This design comes from an exercise in tuning for small area on the open sky130 flow, not from production work. Function was checked by simulation only, so behaviour that the tests miss may differ from the original.

==> flow/design.v <==
module seven_segment_driver(
    input wire clk,
    input wire reset,
    input wire show,
    input wire [7:0] data_in,
    output reg [6:0] seg,
    output reg [3:0] an
);
    localparam S_NORMAL_DISPLAY   = 1'b0;
    localparam S_RESET_DISPLAY    = 1'b1;
    parameter FIVE_SECONDS_COUNT = 40;                 
    reg state;
    reg [5:0] count;
    always @(posedge clk) begin
        count <= reset ? 6'd0 : count + 6'd1;
        if (reset)
            state <= S_RESET_DISPLAY;
        else if (count == FIVE_SECONDS_COUNT)
            state <= S_NORMAL_DISPLAY;
    end
    wire [1:0] digit_select = count[2:1];
    wire [3:0] nib = digit_select[0] ? data_in[7:4] : data_in[3:0];
    wire       nib_on = show & ~digit_select[1];
    always @(*) begin
        case (digit_select)
            2'b00: an = 4'b1110;
            2'b01: an = 4'b1101;
            2'b10: an = 4'b1011;
            default: an = 4'b0111;
        endcase
        if (state == S_RESET_DISPLAY) begin
            case (digit_select)
                2'b00: seg = 7'b0000111;
                2'b01: seg = 7'b0010010;
                2'b10: seg = 7'b0101111;
                default: seg = 7'b0111111;
            endcase
        end else if (!nib_on) begin
            seg = 7'b1111111;
        end else begin
            case (nib)
                4'h0: seg = 7'b1000000;
                4'h1: seg = 7'b1111001;
                4'h2: seg = 7'b0100100;
                4'h3: seg = 7'b0110000;
                4'h4: seg = 7'b0011001;
                4'h5: seg = 7'b0010010;
                4'h6: seg = 7'b0000010;
                4'h7: seg = 7'b1111000;
                4'h8: seg = 7'b0000000;
                4'h9: seg = 7'b0010000;
                4'hA: seg = 7'b0001000;
                4'hB: seg = 7'b0000011;
                4'hC: seg = 7'b1000110;
                4'hD: seg = 7'b0100001;
                4'hE: seg = 7'b0000110;
                default: seg = 7'b1111111;
            endcase
        end
    end
endmodule
module linked_list_fsm #(
    parameter MAX_NODES         = 32,
    parameter MAX_DISPLAY_COUNT = 7,
    parameter TWO_SECONDS_COUNT = 15
)(
    input  wire clk,
    input  wire BTNC,
    input  wire [7:0] SW_data,
    input  wire [2:0] SW_op,
    output reg  LED0,
    output reg  LED1,
    output wire [6:0] seg,
    output wire [3:0] an
);
    localparam [3:0] S_IDLE            = 4'd0,
                     S_INSERT_H        = 4'd1,
                     S_INSERT_T_START  = 4'd2,
                     S_INSERT_T_FIND   = 4'd3,
                     S_INSERT_T_FINISH = 4'd4,
                     S_DELETE_START    = 4'd5,
                     S_DELETE_FIND     = 4'd6,
                     S_DELETE_FINISH   = 4'd7,
                     S_TRAVERSE_START  = 4'd8,
                     S_TRAVERSE_SHOW   = 4'd9,
                     S_ERROR_OVF       = 4'd10,    
                     S_ERROR_UNF       = 4'd11;    
    reg [3:0] state, next_state;
    reg [5:0] len;       
    reg [5:0] cap;       
    reg [5:0] k;         
    reg [2:0] cnt;       
    reg [2:0] prev_op;
    reg op_pending;
    wire op_changed = (SW_op != prev_op);
    always @(posedge clk or posedge BTNC) begin
        if (BTNC) op_pending <= 1'b0;
        else if (op_changed) op_pending <= 1'b1;
        else if (state != S_IDLE) op_pending <= 1'b0;
    end
    always @(posedge clk or posedge BTNC) begin
        if (BTNC) prev_op <= 3'b000;
        else if (op_changed) prev_op <= SW_op;
    end
    wire full    = (len == cap);
    wire empty   = (len == 6'd0);
    wire at_end  = (k == len);
    wire [7:0] cur;
    wire match   = (cur == SW_data);
    always @(*) begin
        next_state = state;
        case (state)
            S_IDLE:
                if (op_pending) begin
                    case (SW_op)
                        3'b100: next_state = S_INSERT_H;
                        3'b101: next_state = S_INSERT_T_START;
                        3'b110: next_state = S_DELETE_START;
                        3'b111: next_state = S_TRAVERSE_START;
                        default: next_state = S_IDLE;
                    endcase
                end
            S_INSERT_H:        next_state = full ? S_ERROR_OVF : S_IDLE;
            S_INSERT_T_START:  next_state = full ? S_ERROR_OVF : (empty ? S_INSERT_H : S_INSERT_T_FIND);
            S_INSERT_T_FIND:   next_state = at_end ? S_INSERT_T_FINISH : S_INSERT_T_FIND;
            S_INSERT_T_FINISH: next_state = S_IDLE;
            S_DELETE_START:    next_state = empty ? S_ERROR_UNF : S_DELETE_FIND;
            S_DELETE_FIND:     next_state = (at_end || match) ? S_DELETE_FINISH : S_DELETE_FIND;
            S_DELETE_FINISH:   next_state = at_end ? S_ERROR_UNF : S_IDLE;
            S_TRAVERSE_START:  next_state = empty ? S_IDLE : S_TRAVERSE_SHOW;
            S_TRAVERSE_SHOW:   next_state = at_end ? S_IDLE : S_TRAVERSE_SHOW;
            S_ERROR_OVF,
            S_ERROR_UNF:       next_state = ({k[0], cnt} == 4'd15) ? S_IDLE : state;
            default:           next_state = S_IDLE;
        endcase
        LED0 = (state == S_ERROR_OVF);
        LED1 = (state == S_ERROR_UNF);
    end
    wire in_error    = (state == S_ERROR_OVF) | (state == S_ERROR_UNF);
    wire enter_error = ~in_error & ((next_state == S_ERROR_OVF) | (next_state == S_ERROR_UNF));
    wire rotate  = (state == S_INSERT_T_FIND);
    wire do_head = ((state == S_INSERT_H) | ((state == S_INSERT_T_START) & ~empty)) & ~full;
    wire do_del  = (state == S_DELETE_FINISH) & ~at_end & match;
    always @(posedge clk or posedge BTNC) begin
        if (BTNC) begin
            state  <= S_IDLE;
            len    <= 6'd0;
            cap    <= 6'd32;
        end else begin
            state <= next_state;
            if ((state == S_INSERT_T_START) & ~full & empty)
                cap <= cap - 6'd1;
            if (((state == S_INSERT_H) & ~full) | (state == S_INSERT_T_FINISH)) len <= len + 6'd1;
            else if (do_del)                                                   len <= len - 6'd1;
        end
    end
    always @(posedge clk) begin
        case (state)
            S_INSERT_T_START: k <= 6'd1;
            S_DELETE_START, S_TRAVERSE_START: begin k <= 6'd0; cnt <= 3'd0; end
            S_INSERT_T_FIND:  k <= inc[8:3];
            S_DELETE_FIND:    if (!(at_end || match)) k <= inc[8:3];
            S_TRAVERSE_SHOW:  {k, cnt} <= inc;
            S_ERROR_OVF,
            S_ERROR_UNF:      {k[0], cnt} <= inc[3:0];
            default: ;
        endcase
        if (enter_error) begin
            k[0] <= 1'b0;
            cnt  <= 3'd0;
        end
    end
    wire step_k = (state == S_INSERT_T_FIND) | (state == S_DELETE_FIND);
    wire [8:0] inc = {k, cnt | {3{step_k}}} + 9'd1;
    wire [255:0] q;
    wire [31:0]  rsel;
    wire [4:0]   raddr = rotate ? len[4:0] : k[4:0];
    ll_decode dec_r (.a(raddr), .onehot(rsel));
    ll_read rdmux (.sel(rsel), .q(q), .d(cur));
    wire shr = do_head | rotate;
    wire [31:0] sl, sh;
    ll_sel sel (.a(k[4:0]), .shr(shr), .del(do_del), .sl(sl), .sh(sh));
    genvar p;
    generate
        for (p = 0; p < 32; p = p + 1) begin : slot
            if (p == 0) begin : s0
                ll_slot0 s (
                    .clk(clk), .sn(do_head), .sr(rotate), .sl(sl[0]), .sh(sh[0]),
                    .n(SW_data), .r(cur), .b(q[15:8]), .q(q[7:0])
                );
            end else if (p == 31) begin : s31
                ll_slot1 s (
                    .clk(clk), .sr(shr), .sh(sh[31]), .a(q[8*30 +: 8]), .q(q[8*31 +: 8])
                );
            end else begin : sm
                ll_slot2 s (
                    .clk(clk), .sr(shr), .sl(sl[p]), .sh(sh[p]),
                    .a(q[8*(p-1) +: 8]), .b(q[8*(p+1) +: 8]), .q(q[8*p +: 8])
                );
            end
        end
    endgenerate
    seven_segment_driver display (
        .clk(clk),
        .reset(BTNC),
        .show((state == S_TRAVERSE_SHOW) && !at_end),
        .data_in(cur),
        .seg(seg),
        .an(an)
    );
endmodule
module ll_slot0 (
    input  wire clk,
    input  wire sn, sr, sl, sh,
    input  wire [7:0] n, r, b,
    output reg  [7:0] q
);
    always @(posedge clk)
        q <= ({8{sn}} & n) | ({8{sr}} & r) | ({8{sl}} & b) | ({8{sh}} & q);
endmodule
module ll_slot2 (
    input  wire clk,
    input  wire sr, sl, sh,
    input  wire [7:0] a, b,
    output reg  [7:0] q
);
    always @(posedge clk)
        q <= ({8{sr}} & a) | ({8{sl}} & b) | ({8{sh}} & q);
endmodule
module ll_slot1 (
    input  wire clk,
    input  wire sr, sh,
    input  wire [7:0] a,
    output reg  [7:0] q
);
    always @(posedge clk)
        q <= ({8{sr}} & a) | ({8{sh}} & q);
endmodule
module ll_decode (
    input  wire [4:0]  a,
    output wire [31:0] onehot
);
    genvar i;
    generate
        for (i = 0; i < 32; i = i + 1) begin : d
            assign onehot[i] = (a == i);
        end
    endgenerate
endmodule
module ll_read (
    input  wire [31:0]  sel,
    input  wire [255:0] q,
    output wire [7:0]   d
);
    wire [8*11-1:0] gn;
    genvar g;
    generate
        for (g = 0; g < 10; g = g + 1) begin : grp
            ll_rd3 r (.s(sel[3*g +: 3]), .q(q[24*g +: 24]), .n(gn[8*g +: 8]));
        end
    endgenerate
    ll_rd3 r10 (.s({1'b0, sel[31:30]}), .q({8'h00, q[255:240]}), .n(gn[80 +: 8]));
    integer i;
    reg [7:0] acc;
    always @(*) begin
        acc = 8'h00;
        for (i = 0; i < 11; i = i + 1)
            acc = acc | ~gn[8*i +: 8];
    end
    assign d = acc;
endmodule
module ll_rd3 (
    input  wire [2:0]  s,
    input  wire [23:0] q,
    output wire [7:0]  n
);
    assign n = ~(({8{s[0]}} & q[7:0]) | ({8{s[1]}} & q[15:8]) | ({8{s[2]}} & q[23:16]));
endmodule
module ll_sel (
    input  wire [4:0]  a,
    input  wire        shr,
    input  wire        del,
    output wire [31:0] sl,
    output wire [31:0] sh
);
    genvar i;
    generate
        for (i = 0; i < 32; i = i + 1) begin : d
            assign sl[i] = del & (i >= a);
            assign sh[i] = ~(shr | sl[i]);
        end
    endgenerate
endmodule
clock: 10.0 ns
lec_check: 0
cap_margin: 20
core_margin: 2
core_utilization: 40
slew_margin: 20
synth_hierarchical: 1
standard.sh (not shown) runs the stock make flow with config.mk's settings and CLKGATE_MAP_FILE= SYNTH_SCRIPT=/design/flow/synth_recipe.tcl, a recipe that flattens the netlist after the stock synthesis.
==> flow/flow/run.sh <==
#!/bin/bash
# Layout flow: the standard flow (standard.sh) with three changes:
#  1. after the standard synthesis, combinational cells that the mapper
#     upsized are put back to drive strength 1 (timing repair later sizes
#     up whatever needs it; registers are left as synthesis made them);
#  2. port buffers use the smallest buffer cell;
#  3. clock tree synthesis clusters sinks more coarsely and inserts no
#     dummy loads.
# Each step's output goes to a log file of its own in this folder.
set -euo pipefail
export BUFFER_PORTS_ARGS="-buffer_cell sky130_fd_sc_hd__buf_1"
export CTS_ARGS="-sink_clustering_enable -repair_clock_nets -dont_use_dummy_load -sink_clustering_size 12 -sink_clustering_max_diameter 70 -buf_list sky130_fd_sc_hd__clkbuf_8"
RES=$PWD/orfs/results/sky130hd/linked_list_fsm/base

bash standard.sh synth > synth.log 2>&1
python3 flow/downsize.py "$RES/1_2_yosys.v" > downsize.log 2>&1
rm -f "$RES/1_synth.odb" "$RES/1_synth.sdc"
bash standard.sh finish > finish.log 2>&1
==> flow/flow/downsize.py <==
# Put combinational cells of the synthesized netlist back to drive strength 1
# where the library has that size and it is smaller. Registers, latches and
# clock cells are left alone.
import os, re, sys

net = sys.argv[1]
lib = os.path.join(os.environ.get('FLOW_HOME', '/OpenROAD-flow-scripts/flow'),
                   'platforms/sky130hd/lib/sky130_fd_sc_hd__tt_025C_1v80.lib')
text = open(lib).read()
area = {c: float(a) for c, a in re.findall(
    r'cell \("?(sky130_fd_sc_hd__\w+)"?\)\s*\{.*?area\s*:\s*([\d.]+)', text, re.S)}
skip = re.compile(r'__(df|edf|sdf|dl|clk|lpflow|probe|conb|tap|fill|decap|diode)')

src = open(net).read()
count = {}
def swap(cell):
    mm = re.match(r'(sky130_fd_sc_hd__\w+?)_(\d+)$', cell)
    if not mm or skip.search(cell):
        return cell
    small = mm.group(1) + '_1'
    if small != cell and small in area and area[small] < area.get(cell, 0):
        count[cell] = count.get(cell, 0) + 1
        return small
    return cell
out = re.sub(r'(?m)^(\s*)(sky130_fd_sc_hd__\w+)(\s)',
             lambda m: m.group(1) + swap(m.group(2)) + m.group(3), src)
open(net, 'w').write(out)
for c, n in sorted(count.items()):
    print(f'{c} -> _1: {n}')
print('cells resized:', sum(count.values()))
==> next run, changes <==
--- a/flow/design.v
+++ b/flow/design.v
@@ -101,5 +101,5 @@
     always @(posedge clk or posedge BTNC) begin
         if (BTNC) prev_op <= 3'b000;
-        else if (op_changed) prev_op <= SW_op;
+        else prev_op <= SW_op;       
     end
     wire full    = (len == cap);
After rerunning:
- non-clock buffer count grows by 1
- via count came out lower by 3.0%
- routed wire length shrinks by 4.0%
- synthesized area stays flat
- cell count stays flat
- worst setup slack gets better by 0.20 ns
- die area barely changes
- maximum frequency went up by 2.5%
- count of clock-buffer cells in the layout goes down by 1
- critical path depth falls by 3

separate check: timing with driven ports:
The flow's constraints put no driver on any port. The routed layouts listed below were extracted and timed again, unchanged, in two steps.
Step 1: set_driving_cell puts a clkbuf_16 on clk and a buf_2 on each other input, an assumption about the parent block.
Step 2 also shifts input and output timing later by t, the mid clock arrival at the registers, as if the neighbouring blocks saw the same clock.
Three values: ideal ports, drivers, drivers and shift; two values: the first two.
run | t, ns | setup WS [ns] | worst setup path after step 2 | slew at the worst register clock pin (ns) | worst slew at a driven data input, ns
the first run | 0.645 | 1.881 / 1.828 / 2.474 | register to output | 0.09 / 0.09 | 0.07
the second run | 0.642 | 2.081 / 2.029 / 2.671 | register to output | 0.10 / 0.10 | 0.04
After both steps every run listed still meets setup and hold.
